From an optimization exercise on the open Yosys and OpenROAD flow, aimed at a short achievable clock period and low power; shortcuts taken in it are not production practice. RTL that was checked went through simulation tests only; none was proved equivalent to the original. Function not checked in run 8: the RTL went through the layout flow alone. No activity file was given, so power comes from the tool's default toggle rates.

==> design.v <==
`timescale 1ns / 1ps
module mac_axi4s(
    input valid,
    input reset,
    input clk,
    input wire s_axis_tvalid,        
    output reg s_axis_tready,        
    input wire [15:0] s_axis_tdata,  
    output reg m_axis_tvalid,        
    input wire m_axis_tready,        
    output reg [15:0] m_axis_tdata   
);
    wire [7:0] data, weight;   
    reg [15:0] out1, w1;      
    assign data = s_axis_tdata[7:0];
    assign weight = s_axis_tdata[15:8];
    always @(posedge clk) begin
        if (!reset) begin
            m_axis_tdata <= 16'b0;
            w1 <= 16'b0;
            s_axis_tready <= 1'b0;
        end 
        else begin
            if (s_axis_tvalid && m_axis_tready && valid) begin
                    out1 = data * weight;       
                    m_axis_tdata = out1 + w1;   
                    w1 <= m_axis_tdata;         
            end
            s_axis_tready <= m_axis_tready;     
        end
    end
    always@(posedge clk) begin
        if (!reset)
            m_axis_tvalid <= 1'b0;
        else
            m_axis_tvalid <= s_axis_tvalid;
    end
endmodule
`timescale 1ns / 1ps
module macs_axi4s#(
    parameter NUM_MACS = 8
) (
    input reset,
    input clk,
    input wire s_axis_tvalid,           
    output wire s_axis_tready,          
    input wire [127:0] s_axis_tdata,    
    output wire [127:0] m_axis_tdata,   
    output wire m_axis_tvalid,          
    input wire m_axis_tready,           
    input wire [15:0] s_axis_tkeep,    
    output wire [15:0] m_axis_tkeep,
    input wire s_axis_tlast,
    output reg m_axis_tlast
);
    wire [7:0] mac_tready;                
    wire [7:0] mac_tvalid;                
    assign s_axis_tready = &mac_tready;   
    assign m_axis_tvalid = &mac_tvalid;   
    genvar i;
    generate
        for (i = 0; i < NUM_MACS; i = i + 1) begin
            mac_axi4s mac_i (
                .valid(1'b1),   
                .reset(reset),
                .clk(clk),
                .s_axis_tvalid(s_axis_tvalid),
                .s_axis_tready(mac_tready[i]),
                .s_axis_tdata(s_axis_tdata[(16*i+15):(16*i)]),  
                .m_axis_tvalid(mac_tvalid[i]),
                .m_axis_tready(m_axis_tready),
                .m_axis_tdata(m_axis_tdata[(16*i+15):(16*i)])    
            );
        end
    endgenerate
    always@(posedge clk) begin
        m_axis_tlast <= s_axis_tlast;
    end
    assign m_axis_tkeep = 16'hffff;
endmodule
==> run.sh <==
#!/bin/bash
# synth_recipe.tcl (not shown) runs the flow's synth.tcl, then flattens the netlist and writes it again
# the make line also repeats each setting of config.mk as NAME=value (left out here)
make -C /OpenROAD-flow-scripts/flow DESIGN_CONFIG=/design/flow/config.mk WORK_HOME=/design/flow/orfs CLKGATE_MAP_FILE= SYNTH_SCRIPT=/design/flow/synth_recipe.tcl finish
==> config.mk <==
export PLATFORM = sky130hd
export DESIGN_NAME = macs_axi4s
export DESIGN_NICKNAME = macs_axi4s
export VERILOG_FILES = /design/flow/design.v
export SDC_FILE = /design/flow/constraint.sdc
export NUM_CORES = 4
export LEC_CHECK = 0
export CAP_MARGIN = 20
export CORE_MARGIN = 2
export CORE_UTILIZATION = 40
export SLEW_MARGIN = 20
==> constraint.sdc <==
create_clock -name core_clock -period 5.0 [get_ports {clk}]
set_input_delay 1.0000 -clock core_clock [delete_from_list [all_inputs] [get_ports {clk}]]
set_output_delay 1.0000 -clock core_clock [all_outputs]
set_load 0.01 [all_outputs]
==> results.cfg, run 1 <==
[status]
status = finished clean

[sta]
worstMarginPinSlew_ps = 1014
period_share_pct = 97.76
skew_ps = 17.29
hold_ws_ps = 474.0
slew_headroom_pct = 32.12
min_period_ps = 4888
maxSlewViolCount = 0
fmax_ghz = 0.2046
finalSetupViolCount = 0
worst_slack_ps = 111.9
fin_tns_setup_ps = 0
finalHoldViolCount = 0

[drt]
drtIter0Drc = 777
route.detailed.drc = 0
wl_mm = 61.77
antenna_left = 0
dr_total_vias = 20290
wl_per_cell_um = 14.26
dr.pass1.iters = 5
avgViaCountPerCell = 4.683

[global_route]
grt_pass1_vias = 20970
grtUsageMet1_pct = 28.38
grt_pass1_wl_mm = 105.2
track_usage_pct = 20.71
overflow = 0
use_met3_pct = 3.136
antenna_found_initial = 2
use_met2_pct = 34.20
grt_max_degree = 65
busiest_layer = met2

[synthesis]
postSynth.asyncResetShare_pct = 0
yosys.area.top_type = fa_1
avgSynthCellArea_um2 = 8.264
synth_cells = 2963
synthFlopType = dfxtp_1
yosysWarnings = 2
ys_seq_elements = 131
ys_top_cells_by_area = fa_1, ha_1, inv_1
synthTopCellsByCount = inv_1, nand2_1, fa_1
synth_area_um2 = 24490
ys_types = 66
synth_edf_count = 0
synth.most_common_cell = inv_1
yosysTopAreaCellShare_pct = 32.70
yosysSeqAreaShare_pct = 10.71

[clock_network]
clock_path_buffers = 2
cts-buffers-inserted = 17
htreeDepth = 4
cts-root-buf = clkbuf_16
cts_tree = built
clkTransAtPathRegs_ps = 70
cts_num_sinks = 131
clk-insertion-delay-late_ps = 480
postCtsHoldBufs = 0

[worst_setup_path]
ff2ff_setup_slack_ps = 600
cp.required_ps = 5370
cp-end-kind = flop
cp_data_arrival_time_ps = 5260
critical_path_class = input port to flop
reg2regPathDepth = 15
crit_family = adder cells
cp_slowest_cell = fa_1
max_stage_delay_ps = 550
cp_cell_sequence = dlygate4sd2_1, buf_4, and2_1, fa_1, fa_1, fa_1, inv_1, fa_1, inv_1, ha_1, a21o_1, a21oi_1, o21ai_0, a31o_2, or3b_1, mux2i_1
timing.critical_path.buf_inv = 4
worstPathMaxFanout = 5
startpoint_type = input port
crit_path_frequent_cell = fa_1
rr_endpoint = genblk1[4].mac_i.m_axis_tdata[15]
r2r_start = genblk1[4].mac_i.m_axis_tdata[6]

[placement]
dp_slack_ps = -725.0
io_buffer_count = 263
dpl.hpwl_mm = 50.83
gp_congestion = 0.8396
placed_cells = 4292

[final_layout]
final_nets = 4364
finalNonFillerCells = 4332
layout-drive-gt1-share_pct = 13.08
syn_to_final_growth_pct = 28.87

[die]
start_util_pct = 40.49
rows = 90
io_pins = 296
core_area_um2 = 60470
dieArea_um2 = 63210
die_width_um = 251.4
die_h_um = 251.4

[power_and_ir_drop]
peakVddDrop_v = 0.0003121
seq_power_share_pct = 9.7
swShare_pct = 45.70
power_leakage_nw = 16.68
p_int_mw = 9.588
p_switching_mw = 8.069
p_total_mw = 17.66
clockPowerShare_pct = 7.8
combPwrFrac_pct = 82.5
power.density_nw_per_um2 = 559.6

[worst_hold_path]
min_path_type = flop to flop
holdPathStages = 2
hold_start = genblk1[3].mac_i.w1[15]
hold_path_end = genblk1[3].mac_i.w1[15]

[flow_run]
drv_cap = 0
## power groups by stage
| stage | combinational [mW] | sequential [mW] | clock, mW |
|---|---|---|---|
| finish | 14.6 | 1.71 | 1.37 |
| global route | 16.7 | 1.76 | 1.46 |
| CTS | 14.1 | 1.73 | 1.42 |
| detailed placement | 13.9 | 1.75 | 0 |
| global placement | 13.8 | 1.75 | 0 |
| floorplan | 8.52 | 1.72 | 0 |
## per-stage QoR
stage / cell area [um^2] / util (%)
6_report: 31560 / 52.18
4_1_cts: 31060 / 51.37
3_5_place_dp: 30460 / 50.37
5_1_grt: 31560 / 52.18
2_1_floorplan: 24560 / -
3_3_place_gp: 30460 / 50.37
## cell usage in the layout (no fill, tap or decap), drive strengths merged, types with 4 or more instances in the layout
cell type,instances
a21o,24
xor2,13
nand2b,19
buf,350
a221o,4
ha,280
mux2i,13
o31a,8
and3,9
conb,16
nand2,409
a211oi,33
or3,10
fa,400
nor2,77
nand4b,5
nor2b,13
dfxtp,131
and2,268
o211ai,6
clkinv,6
a21oi,124
o21bai,13
o21a,16
clkbuf,22
o21ai,73
clkdlybuf4s50,147
dlymetal6s2s,72
xnor2,42
a2111oi,5
nor3,20
clkdlybuf4s15,7
inv,786
a31oi,8
dlygate4sd2,31
nand3b,6
o31ai,6
nand3,27
## final cells by class
class / instances / area, um^2
Clock inverter: 15 / 180.2
Fill cell: 5779 / 28920
Clock buffer: 17 / 425.4
Inverter: 783 / 2942
Tap cell: 782 / 978.4
Antenna cell: 2 / 5.005
Multi-Input combinational cell: 1990 / 18980
Sequential cell: 131 / 2623
Timing Repair Buffer: 612 / 5420
## how the worst max path moves through the flow
stage / cells past startpoint / from / end
5_1_grt: 17 / s_axis_tdata[56] / genblk1[3].mac_i.w1[13]
6_report: 16 / s_axis_tdata[69] / genblk1[4].mac_i.m_axis_tdata[15]
4_1_cts: 17 / s_axis_tdata[57] / genblk1[3].mac_i.w1[13]
2_1_floorplan: 16 / s_axis_tdata[104] / genblk1[6].mac_i.m_axis_tdata[15]
3_5_place_dp: 17 / s_axis_tdata[105] / genblk1[6].mac_i.m_axis_tdata[15]
3_3_place_gp: 17 / s_axis_tdata[104] / genblk1[6].mac_i.m_axis_tdata[15]
## worst register-to-register path: cells and delay by family (launching register included)
family          cells  cell delay [ps]
simple gates        2              530
buf+inv             4              250
flops               1              400
mux                 1              140
compound gates      3              660
fa+ha+maj           5             2310
## routing by layer
layer / vias to the layer above / part of all wire, %
met3: 54 / 3.7
met2: 319 / 47
li1: 10080 / -
met5: - / 0
met1: 9837 / 47
met4: 0 / 1.7
## sequential cells by signal, indices dropped and copies added (netlist names)
register                     count
genblk1.mac_i.m_axis_tdata     112
genblk1.mac_i.m_axis_tvalid      1
genblk1.mac_i.w1                16
genblk1.mac_i.s_axis_tready      1
m_axis_tlast                     1
## logic make-up (layout without fill, tap and decap cells)
family	after synthesis	count (layout)	share of synthesized area, %
simple gates	875	875	17.28
buf+inv	857	1427	13.39
fa+ha+maj	680	680	47.01
compound gates	349	349	9.004
flops	131	131	10.71
xor+xnor	55	55	1.967
mux	15	15	0.6234
other cells	1	18	0.01531
## timing repair
| item | in CTS | in global routing |
|---|---|---|
| pin swaps | 10 | 42 |
| setup buffers | 0 | 6 |
| gates resized for setup | 60 | 148 |
| setup endpoints to repair | 19 | 46 |
==> run 2, diff against run 1 <==
==> design.v (replaced) <==
`timescale 1ns / 1ps
module mac_axi4s (
    input clk, input reset, input en,
    input [7:0] data, input [7:0] weight,
    output reg [15:0] acc
);
    wire [7:0] d = data & {8{en}};
    wire [7:0] w = weight & {8{en}};
    always @(posedge clk)
        if (!reset) acc <= 16'd0;
        else if (en) acc <= acc + d * w;
endmodule
`timescale 1ns / 1ps
module macs_axi4s #(
    parameter NUM_MACS = 8
) (
    input reset,
    input clk,
    input wire s_axis_tvalid,
    output reg s_axis_tready,
    input wire [127:0] s_axis_tdata,
    output wire [127:0] m_axis_tdata,
    output reg m_axis_tvalid,
    input wire m_axis_tready,
    input wire [15:0] s_axis_tkeep,
    output wire [15:0] m_axis_tkeep,
    input wire s_axis_tlast,
    output reg m_axis_tlast
);
    assign m_axis_tkeep = 16'hffff;
    always @(posedge clk) begin
        m_axis_tlast <= s_axis_tlast;
        if (!reset) begin
            s_axis_tready <= 1'b0;
            m_axis_tvalid <= 1'b0;
        end else begin
            s_axis_tready <= m_axis_tready;
            m_axis_tvalid <= s_axis_tvalid;
        end
    end
    wire en = s_axis_tvalid & m_axis_tready & reset;
    genvar i;
    generate
        for (i = 0; i < NUM_MACS; i = i + 1) begin : lane
            mac_axi4s mac_i (.clk(clk), .reset(reset), .en(en),
                .data(s_axis_tdata[16*i +: 8]), .weight(s_axis_tdata[16*i+8 +: 8]),
                .acc(m_axis_tdata[16*i +: 16]));
        end
    endgenerate
endmodule
--- a/config.mk
+++ b/config.mk
@@ -8,4 +8,8 @@
 export CAP_MARGIN = 20
 export CORE_MARGIN = 2
 export CORE_UTILIZATION = 40
+export CTS_BUF_LIST = sky130_fd_sc_hd__clkbuf_4 sky130_fd_sc_hd__clkbuf_8
+export CTS_CLUSTER_DIAMETER = 100
+export CTS_CLUSTER_SIZE = 30
+export SETUP_SLACK_MARGIN = 0.3
 export SLEW_MARGIN = 20
==> run 2 against run 1 <==
Net effect:
- now fails the layout checks on negative setup slack
- count of clock-buffer cells in the layout up 4
- first-iteration DRC count up 36%
- non-clock buffer count up 40
- cell area up 6.1%
- worst hold slack worse by 7.0 ps
- critical path type unchanged
- largest cell class unchanged
==> results.cfg, run 2 <==
[die]
core_area_um2 = 61480
start_util_pct = 40.34
io_pins = 296
die_h_um = 253.0
die_width_um = 253.0
dieArea_um2 = 64020
rows = 91

[worst_setup_path]
crit_family = adder cells
max_stage_delay_ps = 570
crit_path_frequent_cell = fa_1
cp_data_arrival_time_ps = 5490
startpoint_type = input port
cp-end-kind = flop
cp.required_ps = 5450
worstPathMaxFanout = 7
cp_slowest_cell = fa_1
critical_path_class = input port to flop
timing.critical_path.buf_inv = 7
cp_cell_sequence = buf_6, and3_4, buf_12, buf_8, buf_6, buf_16, and3_4, fa_1, fa_1, fa_1, inv_2, fa_1, inv_2, ha_4, o21a_1, o21a_2, o211ai_1, nand4_1, a31o_2, a21o_1

[sta]
finalSetupViolCount = 4
min_period_ps = 5038
maxSlewViolCount = 0
worst_slack_ps = -38.34
fmax_ghz = 0.1985
worstMarginPinSlew_ps = 1002
skew_ps = 14.39
slew_headroom_pct = 33.19
grt_setup_unrepaired = true
finalHoldViolCount = 0
period_share_pct = 100.8

[power_and_ir_drop]
power_leakage_nw = 17.29
peakVddDrop_v = 0.0001877
power.density_nw_per_um2 = 122.3

[flow_run]
drv_cap = 0

[clock_network]
cts_num_sinks = 131
clock_path_buffers = 2
clkTransAtPathRegs_ps = 80
cts-buffers-inserted = 17
cts_tree = built
cts-root-buf = clkbuf_8
htreeDepth = 4
clk-insertion-delay-late_ps = 560
postCtsHoldBufs = 0

[synthesis]
yosysTopAreaCellShare_pct = 32.28
avgSynthCellArea_um2 = 8.324
ys_seq_elements = 131
synth.most_common_cell = inv_1
postSynth.asyncResetShare_pct = 0
synthTopCellsByCount = inv_1, fa_1, ha_1
synth_edf_count = 0
ys_top_cells_by_area = fa_1, ha_1, inv_1
yosys.area.top_type = fa_1
yosysWarnings = 2
synth_area_um2 = 24810
yosysSeqAreaShare_pct = 10.57
synthFlopType = dfxtp_1
synth_cells = 2980
ys_types = 63

[final_layout]
finalInstanceArea_um2 = 33490
fillers = 5599
layout_common_cells = inv_1, fa_1, buf_4
final_nets = 4371
regMostFlops = lane.mac_i.acc
layout-drive-gt1-share_pct = 20.37
syn_to_final_growth_pct = 35.02
final_common_cell = inv_1
seq_area_um2 = 2623
largest_reg_flops = 128
multi_input_area_um2 = 20410

[drt]
wl_mm = 70.50
route.detailed.drc = 0
avgViaCountPerCell = 5.015
wl_per_cell_um = 16.20
dr_total_vias = 21830
drtIter0Drc = 1058
dr.pass1.iters = 5
antenna_left = 0

[status]
status = complete, but fails checks
so_faults = negative setup slack

[global_route]
track_usage_pct = 22.74
antenna_found_initial = 5
overflow = 0
grt_max_degree = 80
grt_pass1_wl_mm = 116.3
grt_pass1_vias = 23310

[placement]
dp_slack_ps = -1130
io_buffer_count = 263
gp_congestion = 0.8977
placedInstanceArea_um2 = 31310
dpl.hpwl_mm = 56.57

[worst_hold_path]
min_path_type = flop to flop
## run 2: changes by cell type in the layout (fill, tap and decap cells not counted), moves of 69 or more
cell,before,now
a21oi_1,119,17
and2_1,265,3
and3_1,9,257
clkdlybuf4s50_1,147,251
dlymetal6s2s_1,72,3
nand2_1,405,256
nand3_1,26,149
## run 2: final timing paths
| kind | from | endpoint | slack [ps] | cells past startpoint |
|---|---|---|---|---|
| worst min-delay path | lane[3].mac_i.acc[13] | lane[3].mac_i.acc[13] | 470 | 2 |
| worst min register to register | lane[3].mac_i.acc[13] | lane[3].mac_i.acc[13] | 470 | 2 |
| worst max register to register | lane[0].mac_i.acc[7] | lane[0].mac_i.acc[14] | 770 | 15 |
| worst max-delay path | m_axis_tready | lane[0].mac_i.acc[15] | -40 | 20 |
## run 2: worst register-to-register path: cells and delay by family, from the launching register on
family                     cells  cell delay [ps]
adders and majority gates      5             2290
and+or+nand+nor                2              570
DFF                            1              430
AOI/OAI and AO/OA              3              400
buffers and inverters          4              260
xor gates and xnor gates       1              180
## run 2: repair_timing
action / CTS / global route
setup endpoints to repair: 83 / 68
cloned: 5 / 3
setup buffers: 24 / 18
pin swaps: 58 / 83
gates resized for setup: 144 / 170
## run 2: power by group
group | leakage (nW) | total (mW) | internal, mW | switching (mW)
sequential | 1.06 | 1.14 | 1.09 | 0.0498
clock | 0.226 | 1.10 | 0.575 | 0.522
combinational | 16.0 | 1.86 | 0.905 | 0.957
## run 2: cells by family after synthesis
logic type / share of synthesized area, %
multiplexers: 0.08071
XOR/XNOR: 2.931
AO/OA/AOI/OAI: 8.459
buffers and inverters: 14.11
AND/OR/NAND/NOR: 17.43
flip-flops: 10.57
other: 0.01512
adder cells (fa/ha/maj): 46.41
## run 2: metrics by stage
stage | hold slack (ps) | utilization, % | TNS, ps | instances | power (mW)
6_report | 467.0 | 54.47 | -80.52 | 4352 | 4.095
5_1_grt | 504.2 | 54.47 | -1629 | 4352 | 4.412
4_1_cts | 469.5 | 52.97 | 0 | 4324 | 4.081
3_5_place_dp | 457.2 | 50.92 | -69780 | 4263 | 2.860
3_3_place_gp | 459.2 | 50.92 | -62220 | 4263 | 2.822
2_1_floorplan | 481.6 | - | -8515 | 2995 | 2.114
## run 2: metal layers
metal / track usage, % / share of wire (%)
met5: 0 / 0
met4: 7.303 / 2.5
met3: 3.413 / 4.0
met2: 40.09 / 51
met1: 28.49 / 42
## run 2: layout make-up
cell class / instances / share of cell area, %
sequential: 131 / 7.831
inverter: 783 / 8.776
antenna: 7 / 0.05230
multi-input combinational: 1957 / 60.95
tap: 790 / 2.951
clock buffer: 21 / 0.8256
clock inverter: 11 / 0.4707
timing repair buffer: 652 / 18.14
==> run 3, diff against run 2 <==
--- a/config.mk
+++ b/config.mk
@@ -7,9 +7,10 @@
 export LEC_CHECK = 0
 export CAP_MARGIN = 20
 export CORE_MARGIN = 2
-export CORE_UTILIZATION = 40
+export CORE_UTILIZATION = 65
 export CTS_BUF_LIST = sky130_fd_sc_hd__clkbuf_4 sky130_fd_sc_hd__clkbuf_8
 export CTS_CLUSTER_DIAMETER = 100
 export CTS_CLUSTER_SIZE = 30
+export PLACE_DENSITY = 0.75
 export SETUP_SLACK_MARGIN = 0.3
 export SLEW_MARGIN = 20
==> run 3 against run 2 <==
Net effect:
- the layout still fails its checks (negative setup slack)
- fmax down 5.6%
- critical path depth up 2
- largest power group unchanged
- worst hold slack better by 23 ps
- total power up 12%
- largest cell class unchanged
- critical endpoint is now lane[0].mac_i.acc[13]
- sequential share of layout area down 0.33 points
- clock skew up 13 ps
==> results.cfg, run 3 <==
[sta]
worst_slack_ps = -338.5
fmax_ghz = 0.1873
hold_ws_ps = 489.8
period_share_pct = 106.8
grt_setup_unrepaired = true
finalHoldViolCount = 0
finalSetupViolCount = 55
skew_ps = 27.29
maxSlewViolCount = 0
worstMarginPinSlew_ps = 1067
slew_headroom_pct = 28.87
min_period_ps = 5338

[final_layout]
fillers = 1349
final_nets = 4439
layout_common_cells = inv_1, fa_1, buf_4
finalNonFillerCells = 4136
finalInstanceArea_um2 = 34970
syn_to_final_growth_pct = 40.96
layout-drive-gt1-share_pct = 26.94
post-route-util_pct = 92.83
largest_reg_flops = 128
final_common_cell = inv_1
regMostFlops = lane.mac_i.acc

[die]
die_h_um = 199.4
start_util_pct = 65.86
dieArea_um2 = 39740
die_width_um = 199.4
core_area_um2 = 37670
rows = 71
io_pins = 296

[drt]
drtIter0Drc = 2927
wl_mm = 100.8
wl_per_cell_um = 24.37
avgViaCountPerCell = 6.361
dr_total_vias = 26310
antenna_left = 0
dr.pass1.iters = 7
route.detailed.drc = 0

[global_route]
grt_pass1_wl_mm = 130.8
antenna_found_initial = 2
overflow = 0
grt_max_degree = 84
track_usage_pct = 42.26
grt_pass1_vias = 26520

[synthesis]
yosysWarnings = 2
ys_top_cells_by_area = fa_1, ha_1, inv_1
synthTopCellsByCount = inv_1, fa_1, ha_1
yosysTopAreaCellShare_pct = 32.28
yosys.area.top_type = fa_1
ys_types = 63
synthFlopType = dfxtp_1
synth_edf_count = 0
postSynth.asyncResetShare_pct = 0
synth_cells = 2980
synth_area_um2 = 24810
yosysSeqAreaShare_pct = 10.57
synth.most_common_cell = inv_1
avgSynthCellArea_um2 = 8.324
ys_seq_elements = 131

[status]
status = complete, but fails checks
so_faults = negative setup slack

[power_and_ir_drop]
power.density_nw_per_um2 = 131.6
peakVddDrop_v = 0.0002281
power_leakage_nw = 17.70

[clock_network]
htreeDepth = 4
clock_path_buffers = 2
cts_tree = built
cts_num_sinks = 131
clkTransAtPathRegs_ps = 120
cts-root-buf = clkbuf_8
clk-insertion-delay-late_ps = 600
cts-buffers-inserted = 17

[placement]
dp_slack_ps = -1139
placedInstanceArea_um2 = 30890
dpl.hpwl_mm = 54.93
placed_cells = 3973
gp_congestion = 0.9142
io_buffer_count = 263

[worst_setup_path]
cp_data_arrival_time_ps = 5800
startpoint_type = input port
reg2regPathDepth = 15
r2r_start = lane[6].mac_i.acc[6]
cp.required_ps = 5460
rr_endpoint = lane[6].mac_i.acc[12]
critical_path_class = input port to flop
cp-end-kind = flop
worstPathMaxFanout = 8
cp-startpoint = reset
ff2ff_setup_slack_ps = 450
cp-endpoint = lane[0].mac_i.acc[13]

[worst_hold_path]
holdPathStages = 2
min_path_type = flop to flop

[flow_run]
drv_cap = 0
run 3: cell counts after synthesis:
Identical to the previous run, type by type.
run 3: per-stage QoR:
step	total power, mW	TNS [ps]
5_1_grt	4.753	-15030
3_5_place_dp	2.858	-70270
3_3_place_gp	2.784	-59770
6_report	4.601	-9673
4_1_cts	4.146	-1157
2_1_floorplan	2.114	-8515
run 3: cells by family after synthesis:
group	share of synthesized area, %
other cells	0.01512
fa+ha+maj	46.41
mux	0.08071
xor+xnor	2.931
buf+inv	14.11
compound gates	8.459
flops	10.57
simple gates	17.43
run 3: worst max-delay path, cell delays in order:
cell	delay [ps]
buf_8	90
and3_4	250
buf_12	130
buf_16	160
buf_16	150
nand3_4	90
fa_1	520
fa_1	530
inv_2	50
fa_1	550
inv_2	40
fa_1	520
inv_2	50
ha_4	270
buf_4	140
buf_6	110
o21ai_4	60
a21oi_4	60
or2_4	280
a221oi_4	260
xor2_1	300
o21ai_0	150
run 3: how the worst min path moves through the flow:
stage	start	endpoint
finish	lane[6].mac_i.acc[13]	lane[6].mac_i.acc[13]
global route	lane[2].mac_i.acc[0]	lane[2].mac_i.acc[0]
CTS	lane[6].mac_i.acc[1]	lane[6].mac_i.acc[1]
detailed placement	lane[6].mac_i.acc[1]	lane[6].mac_i.acc[1]
global placement	lane[3].mac_i.acc[13]	lane[3].mac_i.acc[13]
floorplan	lane[3].mac_i.acc[13]	lane[3].mac_i.acc[13]
run 3: cell type report:
| class | instances | area, um^2 | area share (%) |
|---|---|---|---|
| sequential | 131 | 2623 | 7.500 |
| multi-input combinational | 1957 | 21330 | 61.01 |
| tap | 511 | 639.4 | 1.829 |
| clock buffer | 19 | 255.2 | 0.7300 |
| antenna | 2 | 5.005 | 0.01431 |
| timing repair buffer | 720 | 6993 | 20.00 |
| clock inverter | 13 | 175.2 | 0.5010 |
| inverter | 783 | 2942 | 8.413 |
run 3: report_power, final:
part	switching [mW]	leakage [nW]	total (mW)	internal [mW]
Clock	0.595	0.205	1.11	0.520
Sequential	0.0646	1.06	1.15	1.09
Combinational	1.25	16.4	2.34	1.09
Total	1.91	17.7	4.60	2.69
run 3: per-layer routing:
layer	track usage [%]	vias to the layer above	part of all wire (%)	wire length [um]
met5	0	-	0	0
met2	73.14	2309	46	46660
met3	8.321	984	12	12010
met4	29.90	0	11	10720
li1	-	10560	-	-
met1	46.72	12460	31	31420
run 3: what timing repair did:
item                                    CTS  global route
hold endpoints to repair                  0             0
gates cloned                             15             6
hold buffers                              0             0
buffers inserted                         57            51
endpoints found under the setup margin   88            80
pin swaps                               215           196
resized for setup                       364           226
==> run 4, diff against run 3 <==
==> config.mk (replaced) <==
export PLATFORM = sky130hd
export DESIGN_NAME = macs_axi4s
export DESIGN_NICKNAME = macs_axi4s
export VERILOG_FILES = /design/flow/design.v
export SDC_FILE = /design/flow/constraint.sdc
export NUM_CORES = 4
export LEC_CHECK = 0
export CAP_MARGIN = 20
export CORE_MARGIN = 2
export CORE_UTILIZATION = 40
export SLEW_MARGIN = 20
==> run 4 against run 3 <==
Net effect:
- still fails the layout checks on negative setup slack
- sequential power hardly changed
- global-route usage is 19 points lower
- via count is 17% lower
- routed wire length is 29% lower
- first-iteration DRC count is 63% lower
- clock skew is 10 ps lower
- critical path depth is 2 lower
- synthesized area stayed put
- combinational power is about 20% lower
- worst hold slack worse by 14 ps
- core utilization is 38 points lower
- critical path type unchanged
==> results.cfg, run 4 <==
[placement]
dpl.hpwl_mm = 57.31
placedInstanceArea_um2 = 31360
gp_congestion = 0.8807
dp_slack_ps = -1163
io_buffer_count = 263

[power_and_ir_drop]
power_leakage_nw = 17.41
combPwrFrac_pct = 42.1
power.density_nw_per_um2 = 131.7
peakVddDrop_v = 0.0002807
clockPowerShare_pct = 32.2
p_switching_mw = 1.583
swShare_pct = 35.63
seq_power_share_pct = 25.7
p_int_mw = 2.859

[sta]
slew_headroom_pct = 45.00
worstMarginPinSlew_ps = 825.0
hold_ws_ps = 476.2
finalSetupViolCount = 16
grt_setup_unrepaired = true
maxSlewViolCount = 0
fin_tns_setup_ps = -684.6
finalHoldViolCount = 0
fmax_ghz = 0.1946
worst_slack_ps = -139.6
period_share_pct = 102.8
skew_ps = 16.87
min_period_ps = 5140

[drt]
avgViaCountPerCell = 5.027
drtIter0Drc = 1084
antenna_left = 0
wl_per_cell_um = 16.51
wl_mm = 71.99
route.detailed.drc = 0
dr.pass1.iters = 5
dr_total_vias = 21920

[final_layout]
final_common_cell = inv_1
regMostFlops = lane.mac_i.acc
fillers = 5542
antenna_cells = 0
final_nets = 4386
layout-drive-gt1-share_pct = 20.34
largest_reg_flops = 128
finalInstanceArea_um2 = 33720
layout_common_cells = inv_1, fa_1, buf_4
syn_to_final_growth_pct = 35.94

[global_route]
grt_pass1_vias = 23240
grt_max_degree = 81
antenna_found_initial = 1
overflow = 0
grt_pass1_wl_mm = 118.0
track_usage_pct = 23.12

[worst_setup_path]
worstPathMaxFanout = 7
startpoint_type = input port
cp.required_ps = 5380
cp_data_arrival_time_ps = 5520
critical_path_class = input port to flop
cp-end-kind = flop

[synthesis]
synth.most_common_cell = inv_1
synth_edf_count = 0
avgSynthCellArea_um2 = 8.324
postSynth.asyncResetShare_pct = 0
yosysSeqAreaShare_pct = 10.57
ys_types = 63
ys_seq_elements = 131
synth_cells = 2980
synth_area_um2 = 24810
synthFlopType = dfxtp_1
ys_top_cells_by_area = fa_1, ha_1, inv_1
yosysTopAreaCellShare_pct = 32.28
yosys.area.top_type = fa_1
synthTopCellsByCount = inv_1, fa_1, ha_1
yosysWarnings = 2

[clock_network]
clock_path_buffers = 2
clkTransAtPathRegs_ps = 70
cts-buffers-inserted = 17
cts_tree = built
htreeDepth = 4
cts-root-buf = clkbuf_16
clk-insertion-delay-late_ps = 490
cts_num_sinks = 131
postCtsHoldBufs = 0

[die]
die_width_um = 253.0
start_util_pct = 40.34
dieArea_um2 = 64020
rows = 91
core_area_um2 = 61480
die_h_um = 253.0
io_pins = 296

[status]
so_faults = negative setup slack
status = complete, but fails checks

[worst_hold_path]
min_path_type = flop to flop

[flow_run]
drv_cap = 0
## run 4: cell count changes in the layout (fill, tap and decap cells not counted), sizes merged, moves of 2 or more
cell | before | now
clkbuf | 25 | 29
inv | 787 | 783
buf | 452 | 398
diode | 2 | 0
## run 4: final timing paths
path	endpoint	from	slack (ps)	cells after the start
min	lane[5].mac_i.acc[2]	lane[5].mac_i.acc[2]	480	2
min reg2reg	lane[5].mac_i.acc[2]	lane[5].mac_i.acc[2]	480	2
max	lane[3].mac_i.acc[15]	s_axis_tvalid	-140	20
max reg2reg	lane[4].mac_i.acc[15]	lane[4].mac_i.acc[7]	800	15
## run 4: power groups by stage
stage	logic (mW)	clock network (mW)	registers (mW)
finish	1.87	1.43	1.14
global route	2.09	1.51	1.15
CTS	1.76	1.48	1.14
detailed placement	1.69	0	1.17
global placement	1.64	0	1.16
floorplan	0.943	0	1.16
## run 4: layout make-up
| class | count | area [um^2] | share of cell area (%) |
|---|---|---|---|
| Clock buffer | 23 | 467.9 | 1.388 |
| Sequential cell | 131 | 2623 | 7.777 |
| Timing Repair Buffer | 667 | 6186 | 18.35 |
| Tap cell | 790 | 988.4 | 2.931 |
| Inverter | 783 | 2939 | 8.716 |
| Multi-Input combinational cell | 1957 | 20360 | 60.39 |
| Clock inverter | 9 | 152.6 | 0.4527 |
## run 4: worst max-delay path, stage by stage
cell       delay [ps]
buf_6              70
and3_4            270
buf_12            180
buf_12            150
buf_16            130
buf_12            130
nand3_2            90
fa_1              570
inv_1              60
fa_2              380
fa_1              510
inv_1              50
fa_1              500
inv_1              70
ha_4              220
a211o_1           360
o2111ai_2         240
nand4_1           130
a31o_1            230
a21o_1            140
## run 4: kinds of logic (layout without fill, tap and decap cells)
kind of cell	count (synthesis)	in the layout	synth area share (%)
AND/OR/NAND/NOR	852	852	17.43
XOR/XNOR	83	83	2.931
AO/OA/AOI/OAI	324	324	8.459
multiplexers	2	2	0.08071
flip-flops	131	131	10.57
buffers and inverters	907	1482	14.11
adder cells (fa/ha/maj)	680	680	46.41
other	1	16	0.01512
## run 4: layer usage
layer,global-route usage [%],up-vias,share of wire (%)
met5,0,-,0.018
met4,8.301,2,3.5
met3,4.245,119,5.2
met2,39.33,522,48
met1,29.33,10820,43
li1,-,10450,-
## run 4: per-stage QoR
stage	utilization (%)	cells	power (mW)
after floorplan	-	2995	2.104
after global placement	51.01	4277	2.809
after detailed placement	51.01	4277	2.852
after CTS	53.05	4330	4.385
after global routing	54.84	4360	4.747
final	54.84	4360	4.441
## run 4: repair_timing
| item | CTS | global route |
|---|---|---|
| setup endpoints to repair | 71 | 54 |
| gates cloned | 5 | 7 |
| buffers inserted | 17 | 25 |
| pin swaps | 58 | 147 |
| gates resized for setup | 103 | 198 |
==> run 5, diff against run 4 <==
--- a/design.v
+++ b/design.v
@@ -1,11 +1,24 @@
 `timescale 1ns / 1ps
+module mac_iso (
+    input s_axis_tvalid, input m_axis_tready, input reset,
+    input [7:0] a, input [7:0] b,
+    output en,
+    output [7:0] ya, output [7:0] yb
+);
+    assign en = s_axis_tvalid & m_axis_tready & reset;
+    assign ya = a & {8{en}};
+    assign yb = b & {8{en}};
+endmodule
 module mac_axi4s (
-    input clk, input reset, input en,
+    input clk, input reset,
+    input s_axis_tvalid, input m_axis_tready,
     input [7:0] data, input [7:0] weight,
     output reg [15:0] acc
 );
-    wire [7:0] d = data & {8{en}};
-    wire [7:0] w = weight & {8{en}};
+    wire en;
+    wire [7:0] d, w;
+    mac_iso iso (.s_axis_tvalid(s_axis_tvalid), .m_axis_tready(m_axis_tready), .reset(reset),
+                 .a(data), .b(weight), .en(en), .ya(d), .yb(w));
     always @(posedge clk)
         if (!reset) acc <= 16'd0;
         else if (en) acc <= acc + d * w;
@@ -18,8 +31,8 @@
     input clk,
     input wire s_axis_tvalid,
     output reg s_axis_tready,
-    input wire [127:0] s_axis_tdata,
-    output wire [127:0] m_axis_tdata,
+    input wire [127:0] s_axis_tdata,    
+    output wire [127:0] m_axis_tdata,   
     output reg m_axis_tvalid,
     input wire m_axis_tready,
     input wire [15:0] s_axis_tkeep,
@@ -38,11 +51,12 @@
             m_axis_tvalid <= s_axis_tvalid;
         end
     end
-    wire en = s_axis_tvalid & m_axis_tready & reset;
     genvar i;
     generate
         for (i = 0; i < NUM_MACS; i = i + 1) begin : lane
-            mac_axi4s mac_i (.clk(clk), .reset(reset), .en(en),
+            mac_axi4s mac_i (
+                .clk(clk), .reset(reset),
+                .s_axis_tvalid(s_axis_tvalid), .m_axis_tready(m_axis_tready),
                 .data(s_axis_tdata[16*i +: 8]), .weight(s_axis_tdata[16*i+8 +: 8]),
                 .acc(m_axis_tdata[16*i +: 16]));
         end
--- a/config.mk
+++ b/config.mk
@@ -8,4 +8,7 @@
 export CAP_MARGIN = 20
 export CORE_MARGIN = 2
 export CORE_UTILIZATION = 40
+export CTS_BUF_LIST = sky130_fd_sc_hd__clkbuf_4 sky130_fd_sc_hd__clkbuf_8
+export SETUP_SLACK_MARGIN = 0.5
 export SLEW_MARGIN = 20
+export SYNTH_HIERARCHICAL = 1
==> run 5 against run 4 <==
Net effect:
- the run now finishes clean
- worst hold slack got worse by 4.7 ps
- largest power group is now the clock network
- combinational power fell by 56%
- cell area rose by 11%
- critical path type unchanged
- highest routed layer unchanged
- register-to-register slack improved by 50 ps
- global-route usage barely moved
- total power fell by 34%
- worst setup slack improved by 280 ps
- die area rose by 7.4%
- clock power fell by 25%
- sequential cell count did not move
- core utilization rose by 2.2 points
==> results.cfg, run 5 <==
[synthesis]
yosysSeqAreaShare_pct = 9.833
yosysWarnings = 8
synth.most_common_cell = inv_1
synthTopCellsByCount = inv_1, fa_1, nand2_1
ys_top_cells_by_area = fa_1, ha_1, inv_1
postSynth.asyncResetShare_pct = 0
yosysTopAreaCellShare_pct = 30.02
yosys.area.top_type = fa_1
synth_edf_count = 0
ys_seq_elements = 131
avgSynthCellArea_um2 = 8.711
synthFlopType = dfxtp_1
synth_area_um2 = 26670
synth_cells = 3062
ys_types = 40

[final_layout]
regMostFlops = lane.mac_i.acc
syn_to_final_growth_pct = 40.88
finalInstanceArea_um2 = 37580
finalNonFillerCells = 4636
layout_common_cells = inv_1, fa_1, buf_4
final_nets = 4586
fillers = 5791
largest_reg_flops = 128
final_common_cell = inv_1
layout-drive-gt1-share_pct = 29.05
post-route-util_pct = 57.05

[die]
die_width_um = 262.2
start_util_pct = 40.50
rows = 94
dieArea_um2 = 68760
die_h_um = 262.2
io_pins = 296
core_area_um2 = 65860

[clock_network]
cts-root-buf = clkbuf_8
clkTransAtPathRegs_ps = 90
clk-insertion-delay-late_ps = 560
cts_num_sinks = 131
postCtsHoldBufs = 0
cts_tree = built
cts-buffers-inserted = 17
htreeDepth = 4
clock_path_buffers = 2

[power_and_ir_drop]
combPwrFrac_pct = 27.7
p_switching_mw = 0.9195
power.density_nw_per_um2 = 78.42
power_leakage_nw = 18.60
seq_power_share_pct = 35.8
clockPowerShare_pct = 36.4
peakVddDrop_v = 0.0001898
p_int_mw = 2.027
p_total_mw = 2.947
swShare_pct = 31.20

[sta]
skew_ps = 20.72
finalSetupViolCount = 0
fmax_ghz = 0.2058
slew_headroom_pct = 31.60
worstMarginPinSlew_ps = 1026
grt_setup_unrepaired = true
hold_ws_ps = 471.5
maxSlewViolCount = 0
finalHoldViolCount = 0
fin_tns_setup_ps = 0
min_period_ps = 4859
worst_slack_ps = 141.2
period_share_pct = 97.18

[placement]
io_buffer_count = 263
dpl.hpwl_mm = 58.07
placed_cells = 4431
dp_slack_ps = -571.0
placedInstanceArea_um2 = 33740
gp_congestion = 0.8749

[worst_hold_path]
min_path_type = flop to flop

[drt]
drtIter0Drc = 836
wl_per_cell_um = 16.82
avgViaCountPerCell = 4.926
antenna_left = 0
dr_total_vias = 22840
route.detailed.drc = 0
dr.pass1.iters = 5
wl_mm = 77.98

[status]
status = finished clean

[global_route]
grt_pass1_vias = 24750
grt_pass1_wl_mm = 128.7
antenna_found_initial = 14
grt_max_degree = 46
track_usage_pct = 23.08
overflow = 0

[worst_setup_path]
startpoint_type = input port
cp_data_arrival_time_ps = 5330
critical_path_class = input port to flop
worstPathMaxFanout = 7
cp-end-kind = flop
cp.required_ps = 5470

[flow_run]
drv_cap = 0
[run 5: per-layer routing]
layer	vias to the layer above	routed length (um)	share of wire (%)	track usage (%)
li1	10920	-	-	-
met1	11390	34710	45	30.33
met2	416	38250	49	39.75
met3	104	3024	3.9	3.097
met4	8	1956	2.5	6.281
met5	-	37	0.047	0
[run 5: final timing paths]
kind / to / slack, ps / cells after the start / start
max: lane[6].mac_i.acc[12] / 140 / 19 / s_axis_tvalid
min: lane[0].mac_i.acc[15] / 470 / 2 / lane[0].mac_i.acc[15]
max reg2reg: lane[3].mac_i.acc[12] / 850 / 16 / lane[3].mac_i.acc[6]
min reg2reg: lane[0].mac_i.acc[15] / 470 / 2 / lane[0].mac_i.acc[15]
[run 5: power groups by stage]
stage	logic, mW	clock network, mW	registers, mW
final	0.817	1.07	1.06
after global routing	0.880	1.14	1.06
after CTS	0.774	1.13	1.06
after detailed placement	0.623	0	1.08
after global placement	0.612	0	1.08
after floorplan	0.329	0	1.08
[run 5: kinds of logic (layout without fill, tap and decap cells)]
| group | count (synthesis) | after routing | share of synthesized area [%] |
|---|---|---|---|
| other cells | 1 | 18 | 0.01406 |
| simple gates | 970 | 970 | 21.33 |
| xor+xnor | 72 | 72 | 2.364 |
| buf+inv | 872 | 1565 | 12.68 |
| fa+ha+maj | 680 | 680 | 43.16 |
| flops | 131 | 131 | 9.833 |
| mux | 80 | 80 | 3.002 |
| compound gates | 256 | 256 | 7.618 |
[run 5: per-module statistics from Yosys, one instance, submodules excluded]
module      flip-flops and latches  times used  cells  cell area [um^2]
macs_axi4s                       3           1     22             196.4
mac_axi4s                       16           8    360              3148
mac_iso                          0           8     20             161.4
[run 5: area by class of cell]
| class | instances | area, um^2 | area share [%] |
|---|---|---|---|
| Clock buffer | 22 | 290.3 | 0.7725 |
| Multi-Input combinational cell | 2074 | 23030 | 61.28 |
| Tap cell | 864 | 1081 | 2.877 |
| Antenna cell | 2 | 5.005 | 0.01332 |
| Timing Repair Buffer | 741 | 7430 | 19.77 |
| Sequential cell | 131 | 2623 | 6.979 |
| Clock inverter | 10 | 146.4 | 0.3896 |
| Inverter | 792 | 2973 | 7.912 |
[run 5: repair_timing]
| action | in CTS | in global routing |
|---|---|---|
| buffers inserted | 91 | 57 |
| gates cloned | 21 | 2 |
| resized for setup | 323 | 216 |
| pin swaps | 257 | 233 |
| setup endpoints to repair | 75 | 82 |
| hold endpoints to repair | 0 | 0 |
[run 5: critical path, cell delays in order]
cell and delay, ps:
buf_16 150, buf_12 160, buf_8 110, and4_4 260, nand2_2 60, fa_1 520, inv_2 40, fa_1 520
inv_2 40, fa_1 460, fa_1 530, inv_2 50, ha_4 250, a21o_1 200, a21oi_2 210, o31ai_4 150
a221oi_2 310, nand4_1 130, o211ai_1 140
==> run 6, diff against run 5 <==
==> flow/run.sh (new file) <==
#!/bin/bash
# Own layout flow: the standard flow, run in two parts.
#  1. the standard synthesis, unchanged;
#  2. the rest of the standard flow, with clock tree synthesis told not to add dummy
#     load cells (they only balance the tree and burn clock power).
# Each part's full output goes to its own log file in the work folder.
set -euo pipefail
bash standard.sh synth > flow_synth.log 2>&1
CTS="-sink_clustering_enable -repair_clock_nets -dont_use_dummy_load"
CTS="$CTS -buf_list {sky130_fd_sc_hd__clkbuf_4 sky130_fd_sc_hd__clkbuf_8}"
bash standard.sh "CTS_ARGS=$CTS" finish > flow_layout.log 2>&1
==> standard.sh (new file) <==
#!/bin/bash
# synth_recipe.tcl (not shown) runs the flow's synth.tcl, then flattens the netlist and writes it again
# the make line also repeats each setting of config.mk as NAME=value (left out here)
make -C /OpenROAD-flow-scripts/flow DESIGN_CONFIG=/design/flow/config.mk WORK_HOME=/design/flow/orfs CLKGATE_MAP_FILE= SYNTH_SCRIPT=/design/flow/synth_recipe.tcl "${@:-finish}"
removed: run.sh
==> run 6 against run 5 <==
Net effect:
- combinational power up 1%
- sequential power about the same
- clock power down 31%
- die area unchanged
- synthesized area unchanged
- routed wire length up 0.82%
- sequential share of layout area up 0.076 points
==> results.cfg, run 6 <==
[global_route]
overflow = 0
antenna_found_initial = 10
track_usage_pct = 22.71
grt_max_degree = 46
grt_pass1_vias = 24530
grt_pass1_wl_mm = 126.5

[clock_network]
cts-buffers-inserted = 17
postCtsHoldBufs = 0
clock_path_buffers = 2
cts_num_sinks = 131
cts-root-buf = clkbuf_8
htreeDepth = 4
clkTransAtPathRegs_ps = 70
cts_tree = built
clk-insertion-delay-late_ps = 550

[power_and_ir_drop]
p_total_mw = 2.625
power.density_nw_per_um2 = 70.63
peakVddDrop_v = 0.0001864
power_leakage_nw = 18.56

[sta]
skew_ps = 34.30
period_share_pct = 97.60
grt_setup_unrepaired = true
hold_ws_ps = 468.9
finalSetupViolCount = 0
finalHoldViolCount = 0
slew_headroom_pct = 30.91
fmax_ghz = 0.2049
maxSlewViolCount = 0
worstMarginPinSlew_ps = 1036
min_period_ps = 4880
worst_slack_ps = 120.0

[worst_setup_path]
critical_path_class = input port to flop
cp_data_arrival_time_ps = 5330
cp-end-kind = flop
ff2ff_setup_slack_ps = 820
r2r_start = lane[3].mac_i.acc[6]
reg2regPathDepth = 16
rr_endpoint = lane[3].mac_i.acc[12]
cp.required_ps = 5450
worstPathMaxFanout = 8
startpoint_type = input port

[final_layout]
largest_reg_flops = 128
seq_area_um2 = 2623
final_nets = 4576
layout-drive-gt1-share_pct = 26.94
final_common_cell = inv_1
layout_common_cells = inv_1, fa_1, buf_4
syn_to_final_growth_pct = 39.36
fillers = 5814
finalInstanceArea_um2 = 37170
multi_input_area_um2 = 22820
finalNonFillerCells = 4614
regMostFlops = lane.mac_i.acc

[synthesis]
synthSimpleGateAreaFrac_pct = 21.33
synth_compound_area_share_pct = 7.618
yosys.area.top_type = fa_1
yosysWarnings = 8
synthFlopType = dfxtp_1
synth_edf_count = 0
synthAdderAreaFrac_pct = 43.16
synth.most_common_cell = inv_1
synth_xor_area_share_pct = 2.364
ys_top_cells_by_area = fa_1, ha_1, inv_1
synthTopCellsByCount = inv_1, fa_1, nand2_1
synth_cells = 3062
avgSynthCellArea_um2 = 8.711
synth_top_family_by_area = adder cells
yosysSeqAreaShare_pct = 9.833
synth_area_um2 = 26670
muxShareOfSynthArea_pct = 3.002
ys_types = 40
ys_seq_elements = 131
yosysTopAreaCellShare_pct = 30.02
postSynth.asyncResetShare_pct = 0

[die]
rows = 94
die_width_um = 262.2
io_pins = 296
start_util_pct = 40.50
core_area_um2 = 65860
die_h_um = 262.2
dieArea_um2 = 68760

[placement]
io_buffer_count = 263
dpl.hpwl_mm = 58.07
placed_cells = 4431
placedInstanceArea_um2 = 33740
dp_slack_ps = -571.0
gp_congestion = 0.8749

[flow_run]
drv_cap = 0

[drt]
antenna_left = 0
wl_mm = 78.62
route.detailed.drc = 0
dr.pass1.iters = 5
drtIter0Drc = 874
dr_total_vias = 22730
wl_per_cell_um = 17.04
avgViaCountPerCell = 4.926

[worst_hold_path]
hold_path_end = lane[2].mac_i.acc[15]
hold_start = lane[2].mac_i.acc[15]
holdPathStages = 2
min_path_type = flop to flop

[status]
status = finished clean
==> run 6: cells by family (layout without fill, tap and decap cells) <==
kind of cell / after synthesis / in the layout
AND/OR/NAND/NOR: 970 / 970
flip-flops: 131 / 131
adder cells (fa/ha/maj): 680 / 680
multiplexers: 80 / 80
other: 1 / 21
buffers and inverters: 872 / 1540
XOR/XNOR: 72 / 72
AO/OA/AOI/OAI: 256 / 256
==> run 6: power breakdown <==
group          leakage (nW)  internal [mW]  total, mW  switching [mW]
sequential             1.06           1.05       1.06         0.00669
clock                 0.122          0.298      0.742           0.444
combinational          17.4          0.436      0.827           0.391
total                  18.6           1.78       2.63           0.842
==> run 6: timing repair <==
| item | in CTS | in global routing |
|---|---|---|
| gates cloned | 19 | 10 |
| endpoints found under the setup margin | 80 | 84 |
| gates resized for setup | 180 | 254 |
| pin swaps | 148 | 272 |
| hold endpoints to repair | 0 | 0 |
| setup buffers | 48 | 84 |
==> run 6: per-stage QoR <==
step           util (%)  TNS (ps)
2_1_floorplan         -         0
3_5_place_dp      51.23    -31560
3_3_place_gp      51.23    -28370
5_1_grt           56.43         0
4_1_cts           53.77         0
6_report          56.43         0
==> run 6: how the worst max path moves through the flow <==
| stage | from | endpoint | slack [ps] |
|---|---|---|---|
| after floorplan | reset | lane[1].mac_i.acc[13] | 280 |
| after global placement | s_axis_tdata[66] | lane[4].mac_i.acc[10] | -580 |
| after detailed placement | s_axis_tdata[47] | lane[2].mac_i.acc[13] | -570 |
| after CTS | reset | lane[3].mac_i.acc[12] | 220 |
| after global routing | m_axis_tready | lane[7].mac_i.acc[13] | 7 |
| final | reset | lane[6].mac_i.acc[12] | 120 |
==> run 6: critical path, stage by stage <==
cell and delay [ps]:
buf_16 160, buf_16 170, buf_6 120, and4_4 300, nand2_2 70, fa_1 480, inv_1 50, fa_1 470
inv_1 50, fa_1 460, fa_1 530, inv_2 50, ha_4 230, a21o_1 180, a21oi_2 200, o31ai_4 140
a221oi_2 340, nand4_1 140, o211ai_1 160
==> run 6: Yosys stat by module, one instance, submodules excluded <==
module	area, um^2	times used
macs_axi4s	196.4	1
mac_iso	161.4	8
mac_axi4s	3148	8
==> run 6: area by class of cell <==
| type | count | area share, % |
|---|---|---|
| multi-input combinational | 2074 | 61.39 |
| timing repair buffer | 731 | 19.99 |
| inverter | 792 | 7.998 |
| sequential | 131 | 7.056 |
| tap | 864 | 2.908 |
| clock buffer | 17 | 0.6295 |
| antenna | 5 | 0.03366 |
==> run 6: layer usage <==
layer / global-route usage (%) / vias to the layer above / routed length (um)
met5: 0 / - / 42
met4: 8.216 / 8 / 2506
met3: 3.539 / 115 / 3089
met2: 38.22 / 421 / 38100
met1: 29.49 / 11280 / 34880
li1: - / 10910 / -
==> run 7, diff against run 6 <==
==> flow/run.sh (replaced) <==
#!/bin/bash
# Own layout flow: the standard flow, run in two parts.
#  1. the standard synthesis, unchanged;
#  2. the rest of the standard flow, with clock tree synthesis told not to add dummy
#     load cells (they only balance the tree and burn clock power), plus any extra ORFS
#     make variables listed one per line in flow/extra_vars.txt.
# Each part's full output goes to its own log file in the work folder.
set -euo pipefail
bash standard.sh synth > flow_synth.log 2>&1
CTS="-sink_clustering_enable -repair_clock_nets -dont_use_dummy_load"
CTS="$CTS -buf_list {sky130_fd_sc_hd__clkbuf_4 sky130_fd_sc_hd__clkbuf_8}"
EXTRA=()
if [[ -f flow/extra_vars.txt ]]; then
  mapfile -t EXTRA < <(grep -v '^#' flow/extra_vars.txt | grep . || true)
fi
bash standard.sh "CTS_ARGS=$CTS" "${EXTRA[@]}" finish > flow_layout.log 2>&1
==> run 7 against run 6 <==
Net effect:
- critical path type unchanged
- combinational power hardly changed
- global-route usage stayed put
- highest routed layer unchanged
- register-to-register slack hardly changed
- total power is the same
- worst hold slack is the same
- fmax unchanged
- first-iteration DRC count did not move
- cell area did not move
- cell count did not move
- non-clock buffer count did not move
- largest cell class unchanged
- sequential cell count is the same
==> results.cfg, run 7 <==
[synthesis]
synth_cells = 3062
ys_top_cells_by_area = fa_1, ha_1, inv_1
ys_seq_elements = 131
synth.most_common_cell = inv_1
synth_edf_count = 0
yosysWarnings = 8
yosysSeqAreaShare_pct = 9.833
synthSimpleGateAreaFrac_pct = 21.33
synthFlopType = dfxtp_1
avgSynthCellArea_um2 = 8.711
muxShareOfSynthArea_pct = 3.002
ys_types = 40
synthTopCellsByCount = inv_1, fa_1, nand2_1
yosysTopAreaCellShare_pct = 30.02
synth_area_um2 = 26670
synthAdderAreaFrac_pct = 43.16
postSynth.asyncResetShare_pct = 0
synth_top_family_by_area = adder cells
synth_compound_area_share_pct = 7.618
synth_xor_area_share_pct = 2.364
yosys.area.top_type = fa_1

[sta]
period_share_pct = 97.60
grt_setup_unrepaired = true
fmax_ghz = 0.2049
finalHoldViolCount = 0
min_period_ps = 4880
finalSetupViolCount = 0
skew_ps = 34.30
hold_ws_ps = 468.9
maxSlewViolCount = 0
slew_headroom_pct = 30.91
worstMarginPinSlew_ps = 1036
worst_slack_ps = 120.0

[final_layout]
post-route-util_pct = 56.43
layout_common_cells = inv_1, fa_1, buf_4
regMostFlops = lane.mac_i.acc
syn_to_final_growth_pct = 39.36
final_common_cell = inv_1
largest_reg_flops = 128
final_nets = 4576
layout-drive-gt1-share_pct = 26.94

[power_and_ir_drop]
power_leakage_nw = 18.56
peakVddDrop_v = 0.0001864
p_total_mw = 2.625
power.density_nw_per_um2 = 70.63

[clock_network]
cts-root-buf = clkbuf_8
postCtsHoldBufs = 0
cts_tree = built
htreeDepth = 4
cts_num_sinks = 131
clk-insertion-delay-late_ps = 550
cts-buffers-inserted = 17
clock_path_buffers = 2
clkTransAtPathRegs_ps = 70

[drt]
drtIter0Drc = 874
wl_mm = 78.62
antenna_left = 0
avgViaCountPerCell = 4.926
route.detailed.drc = 0
wl_per_cell_um = 17.04
dr.pass1.iters = 5
dr_total_vias = 22730

[placement]
gp_congestion = 0.8749
dp_slack_ps = -571.0
dpl.hpwl_mm = 58.07
io_buffer_count = 263

[global_route]
grt_pass1_wl_mm = 126.5
antenna_found_initial = 10
grt_pass1_vias = 24530
grt_max_degree = 46
track_usage_pct = 22.71
overflow = 0

[die]
die_width_um = 262.2
io_pins = 296
dieArea_um2 = 68760
rows = 94
core_area_um2 = 65860
die_h_um = 262.2
start_util_pct = 40.50

[worst_setup_path]
startpoint_type = input port
cp-end-kind = flop
worstPathMaxFanout = 8
critical_path_class = input port to flop
cp_data_arrival_time_ps = 5330
cp.required_ps = 5450

[status]
status = finished clean

[worst_hold_path]
min_path_type = flop to flop

[flow_run]
drv_cap = 0
==> run 7: modules after synthesis (local to each module, per instance) <==
module / cells inside / copies in the design / flip-flops and latches
mac_iso: 20 / 8 / 0
macs_axi4s: 22 / 1 / 3
mac_axi4s: 360 / 8 / 16
==> run 7: kinds of logic (layout without fill, tap and decap cells) <==
kind of cell	Yosys count	count (layout)
adders and majority gates	680	680
muxes	80	80
buffers and inverters	872	1540
AOI/OAI and AO/OA	256	256
DFF	131	131
xor gates and xnor gates	72	72
other	1	21
and+or+nand+nor	970	970
==> run 7: final cells by class <==
class                      instances  area, um^2
fill                            5814       28690
clock buffer                      17       234.0
multi-input combinational       2074       22820
antenna                            5       12.51
sequential                       131        2623
timing repair buffer             731        7428
tap                              864        1081
inverter                         792        2973
==> run 7: path summary, 6_finish.rpt <==
path / from / endpoint / slack (ps) / cells past startpoint
setup / recovery: reset / lane[6].mac_i.acc[12] / 120 / 19
hold reg to reg: lane[2].mac_i.acc[15] / lane[2].mac_i.acc[15] / 470 / 2
hold / removal: lane[2].mac_i.acc[15] / lane[2].mac_i.acc[15] / 470 / 2
setup reg to reg: lane[3].mac_i.acc[6] / lane[3].mac_i.acc[12] / 820 / 16
==> run 7: report_power, final <==
group          switching (mW)  internal, mW
combinational           0.391         0.436
sequential            0.00669          1.05
clock                   0.444         0.298
total                   0.842          1.78
==> run 7: what timing repair did <==
| action | in CTS | in global routing |
|---|---|---|
| gates cloned | 19 | 10 |
| pin swaps | 148 | 272 |
| buffers inserted | 48 | 84 |
| resized for setup | 180 | 254 |
| endpoints found under the setup margin | 80 | 84 |
==> run 7: critical path, cell delays in order <==
cell and delay (ps):
buf_16 160, buf_16 170, buf_6 120, and4_4 300, nand2_2 70, fa_1 480
inv_1 50, fa_1 470, inv_1 50, fa_1 460, fa_1 530, inv_2 50
ha_4 230, a21o_1 180, a21oi_2 200, o31ai_4 140, a221oi_2 340, nand4_1 140
o211ai_1 160
==> run 7: metal layers <==
layer | wire (um) | global-route usage (%)
met4 | 2506 | 8.216
met5 | 42 | 0
met2 | 38100 | 38.22
met3 | 3089 | 3.539
met1 | 34880 | 29.49
==> run 7: per-stage QoR <==
step / TNS, ps / std cells / area [um^2]
global placement: -28370 / 4431 / 33740
finish: 0 / 4614 / 37170
detailed placement: -31560 / 4431 / 33740
floorplan: 0 / 3077 / 28180
global route: 0 / 4613 / 37170
CTS: 0 / 4515 / 35410
==> run 8, diff against run 7 <==
--- a/design.v
+++ b/design.v
@@ -1,11 +1,15 @@
 `timescale 1ns / 1ps
+module mac_en (
+    input s_axis_tvalid, input m_axis_tready, input reset,
+    output en
+);
+    assign en = s_axis_tvalid & m_axis_tready & reset;
+endmodule
 module mac_iso (
-    input s_axis_tvalid, input m_axis_tready, input reset,
+    input en,
     input [7:0] a, input [7:0] b,
-    output en,
     output [7:0] ya, output [7:0] yb
 );
-    assign en = s_axis_tvalid & m_axis_tready & reset;
     assign ya = a & {8{en}};
     assign yb = b & {8{en}};
 endmodule
@@ -17,11 +21,11 @@
 );
     wire en;
     wire [7:0] d, w;
-    mac_iso iso (.s_axis_tvalid(s_axis_tvalid), .m_axis_tready(m_axis_tready), .reset(reset),
-                 .a(data), .b(weight), .en(en), .ya(d), .yb(w));
+    mac_en acc_en (.s_axis_tvalid(s_axis_tvalid), .m_axis_tready(m_axis_tready), .reset(reset), .en(en));
+    mac_iso iso (.en(en), .a(data), .b(weight), .ya(d), .yb(w));
     always @(posedge clk)
-        if (!reset) acc <= 16'd0;
-        else if (en) acc <= acc + d * w;
+        if (en) acc <= acc + d * w;
+        else acc <= acc & {16{reset}};
 endmodule
 `timescale 1ns / 1ps
 module macs_axi4s #(
==> flow/extra_vars.txt (new file) <==
RECOVER_POWER=100
==> config.mk (replaced) <==
export PLATFORM = sky130hd
export DESIGN_NAME = macs_axi4s
export DESIGN_NICKNAME = macs_axi4s
export VERILOG_FILES = /design/flow/design.v
export SDC_FILE = /design/flow/constraint.sdc
export NUM_CORES = 4
export LEC_CHECK = 0
export CAP_MARGIN = 0
export CORE_MARGIN = 2
export CORE_UTILIZATION = 40
export CTS_BUF_LIST = sky130_fd_sc_hd__clkbuf_4 sky130_fd_sc_hd__clkbuf_8
export SETUP_SLACK_MARGIN = 0.1
export SLEW_MARGIN = 0
export SYNTH_HIERARCHICAL = 1
==> run 8 against run 7 <==
Net effect:
- the layout now fails its checks (negative setup slack)
- first-iteration DRC count grew 7.1%
- global-route usage rose by 0.091 points
- sequential share of layout area up 0.47 points
- combinational power decreased by about 20%
- clock power hardly changed
- sequential cell count did not move
- die area shrank 3.6%
- non-clock buffer count down 58
- core utilization shrank 1.4 points
- critical path type unchanged
- critical endpoint is now lane[5].mac_i.acc[12]
- largest power group unchanged
==> results.cfg, run 8 <==
[flow_run]
drv_cap = 0

[synthesis]
synthFlopType = dfxtp_1
ys_types = 43
postSynth.asyncResetShare_pct = 0
ys_top_cells_by_area = fa_1, ha_1, inv_1
yosysTopAreaCellShare_pct = 31.17
synthTopCellsByCount = inv_1, fa_1, nand2_1
synth.most_common_cell = inv_1
synth_area_um2 = 25690
ys_seq_elements = 131
synth_edf_count = 0
avgSynthCellArea_um2 = 8.368
yosysWarnings = 8
synth_cells = 3070
yosys.area.top_type = fa_1
yosysSeqAreaShare_pct = 10.21

[worst_setup_path]
reg2regPathDepth = 14
ff2ff_setup_slack_ps = 830
cp_data_arrival_time_ps = 5530
cp-endpoint = lane[5].mac_i.acc[12]
worst-path-stages = 19
worstPathMaxFanout = 8
cp-end-kind = flop
cp.required_ps = 5430
crit_family = adder cells
max_stage_delay_ps = 550
cp_slowest_cell = fa_1
startpoint_type = input port
cp_cell_sequence = buf_12, buf_12, buf_12, and3_4, and2_4, nand2_2, fa_1, fa_1, inv_1, fa_1, inv_1, fa_1, inv_2, ha_4, a21o_1, a31oi_4, a211oi_2, or3_1, a32o_1
critical_path_class = input port to flop
rr_endpoint = lane[1].mac_i.acc[12]
crit_path_frequent_cell = fa_1
r2r_start = lane[1].mac_i.acc[7]
timing.critical_path.buf_inv = 6
cp-startpoint = s_axis_tvalid

[sta]
finalSetupViolCount = 9
min_period_ps = 5098
skew_ps = 32.72
worst_slack_ps = -97.76
period_share_pct = 102.0
grt_setup_unrepaired = true
fin_tns_setup_ps = -431.0
maxSlewViolCount = 0
slew_headroom_pct = 17.07
hold_ws_ps = 473.8
worstMarginPinSlew_ps = 1244
fmax_ghz = 0.1962
finalHoldViolCount = 0

[power_and_ir_drop]
power_leakage_nw = 17.26
peakVddDrop_v = 0.0001955
p_switching_mw = 0.7807
combPwrFrac_pct = 27.0
power.density_nw_per_um2 = 70.76
p_int_mw = 1.685
swShare_pct = 31.66
clockPowerShare_pct = 30.0
seq_power_share_pct = 43.0

[final_layout]
finalInstanceArea_um2 = 34850
final_nets = 4541
final_common_cell = inv_1
syn_to_final_growth_pct = 35.64
layout-drive-gt1-share_pct = 25.36
finalNonFillerCells = 4559
largest_reg_flops = 128
regMostFlops = lane.mac_i.acc
layout_common_cells = inv_1, buf_4, fa_1

[drt]
wl_per_cell_um = 16.01
antenna_left = 0
dr_total_vias = 21970
route.detailed.drc = 0
avgViaCountPerCell = 4.819
wl_mm = 73.00
dr.pass1.iters = 5
drtIter0Drc = 936

[placement]
dpl.hpwl_mm = 56.82
placed_cells = 4438
placedInstanceArea_um2 = 32350
io_buffer_count = 263
gp_congestion = 0.8672
dp_slack_ps = -1073

[global_route]
antenna_found_initial = 5
track_usage_pct = 22.80
grt_max_degree = 58
grt_pass1_wl_mm = 120.5
overflow = 0
grt_pass1_vias = 23110

[die]
core_area_um2 = 63310
die_width_um = 257.4
dieArea_um2 = 66270
io_pins = 296
start_util_pct = 40.58
die_h_um = 257.4
rows = 92

[status]
status = complete, but fails checks
so_faults = negative setup slack

[clock_network]
cts-root-buf = clkbuf_8
clk-insertion-delay-late_ps = 540
cts_tree = built
postCtsHoldBufs = 0
cts_num_sinks = 131
clkTransAtPathRegs_ps = 70
htreeDepth = 4
cts-buffers-inserted = 17
clock_path_buffers = 2

[worst_hold_path]
hold_start = lane[2].mac_i.acc[1]
min_path_type = flop to flop
==> run 8: kinds of logic (layout without fill, tap and decap cells) <==
| family | after synthesis | after routing | share of synthesized area (%) |
|---|---|---|---|
| flip-flops | 131 | 131 | 10.21 |
| AND/OR/NAND/NOR | 954 | 969 | 19.84 |
| buffers and inverters | 880 | 1490 | 13.44 |
| other | 1 | 19 | 0.01460 |
| XOR/XNOR | 64 | 64 | 2.182 |
| multiplexers | 8 | 8 | 0.3117 |
| AO/OA/AOI/OAI | 352 | 352 | 9.195 |
| adder cells (fa/ha/maj) | 680 | 680 | 44.81 |
==> run 8: worst min-delay path by stage <==
stage               cells after the start                    to  slack [ps]
global placement                        2  lane[7].mac_i.acc[5]         460
CTS                                     2  lane[2].mac_i.acc[1]         480
finish                                  2  lane[2].mac_i.acc[1]         470
detailed placement                      2  lane[2].mac_i.acc[1]         470
floorplan                               2  lane[0].mac_i.acc[8]         490
global route                            2  lane[2].mac_i.acc[1]         490
==> run 8: area by class of cell <==
cell class | instances | area, um^2
clock buffer | 17 | 234.0
sequential | 131 | 2623
antenna | 3 | 7.507
fill | 5934 | 28460
tap | 846 | 1059
inverter | 800 | 3003
multi-input combinational | 2089 | 21830
timing repair buffer | 673 | 6095
==> run 8: Yosys stat by module, one instance, submodules excluded <==
module | times used | cells
mac_en | 8 | 1
mac_iso | 8 | 17
mac_axi4s | 8 | 363
macs_axi4s | 1 | 22
==> run 8: worst min-delay path: cells and delay by family, from the launching register on <==
family	cells	cell delay, ps
AOI/OAI and AO/OA	1	50
and+or+nand+nor	1	70
DFF	1	320
==> run 8: per-stage QoR <==
stage                     utilization, %  power [mW]
after floorplan                        -       1.374
after global placement             51.10       1.632
after detailed placement           51.10       1.632
after CTS                          53.28       2.490
after global routing               55.04       2.601
final                              55.04       2.466
==> run 8: layer usage <==
layer	share of wire, %	vias up	GRT usage (%)	wire length, um
li1	-	10700	-	-
met2	49	370	38.56	35960
met4	2.5	4	7.418	1846
met1	44	10810	29.71	32050
met5	0.032	-	0	23
met3	4.3	90	3.704	3122
==> run 8: power groups by stage <==
stage | clock network (mW) | logic, mW | registers, mW
after detailed placement | 0 | 0.548 | 1.08
after floorplan | 0 | 0.290 | 1.08
final | 0.741 | 0.665 | 1.06
after global routing | 0.819 | 0.722 | 1.06
after global placement | 0 | 0.548 | 1.08
after CTS | 0.790 | 0.640 | 1.06
==> run 8: timing repair <==
action	CTS	global route
buffers inserted	37	45
resized for setup	182	211
setup endpoints to repair	70	55
gates cloned	20	0
pin swaps	108	189

==> port drivers added, routing unchanged <==
No port has a modelled driver above. Below, the same layouts with a new extraction and two added sets of constraints.
Step 1 (the two cells are an assumption about what drives the block):
set clk [get_ports {clk}]
set_driving_cell -lib_cell sky130_fd_sc_hd__clkbuf_16 $clk
set_driving_cell -lib_cell sky130_fd_sc_hd__buf_2 [delete_from_list [all_inputs] $clk]
Step 2 adds t to the input delays and takes it off the output delays; t is the mean of the earliest and latest rising clock arrival at the registers after step 1. Input paths then give back, and output paths get back, about the clock's delay inside the block.
Three values: ideal ports, drivers, drivers and shift; two values: the first two.
| run | shift t [ns] | slack for setup (ns) | worst setup path at the end |
|---|---|---|---|
| run 1 | 0.533 | 0.112 / 0.152 / -0.381 | input to register |
| run 2 | 0.608 | -0.038 / -0.017 / -0.625 | input to register |
| run 3 | 0.643 | -0.338 / -0.402 / -1.045 | input to register |
| run 4 | 0.546 | -0.140 / -0.117 / -0.663 | input to register |
| run 5 | 0.603 | 0.141 / -0.008 / -0.611 | input to register |
| run 6 | 0.588 | 0.120 / -0.028 / -0.616 | input to register |
| run 7 | 0.588 | 0.120 / -0.028 / -0.616 | input to register |
| run 8 | 0.583 | -0.098 / -0.125 / -0.707 | input to register |
Met with ideal ports but missed after step 2: setup timing in run 1, run 5, run 6 and run 7. For run 5, which loses most, drivers alone change the setup slack by -0.149 ns; drivers and shift together by -0.752 ns.
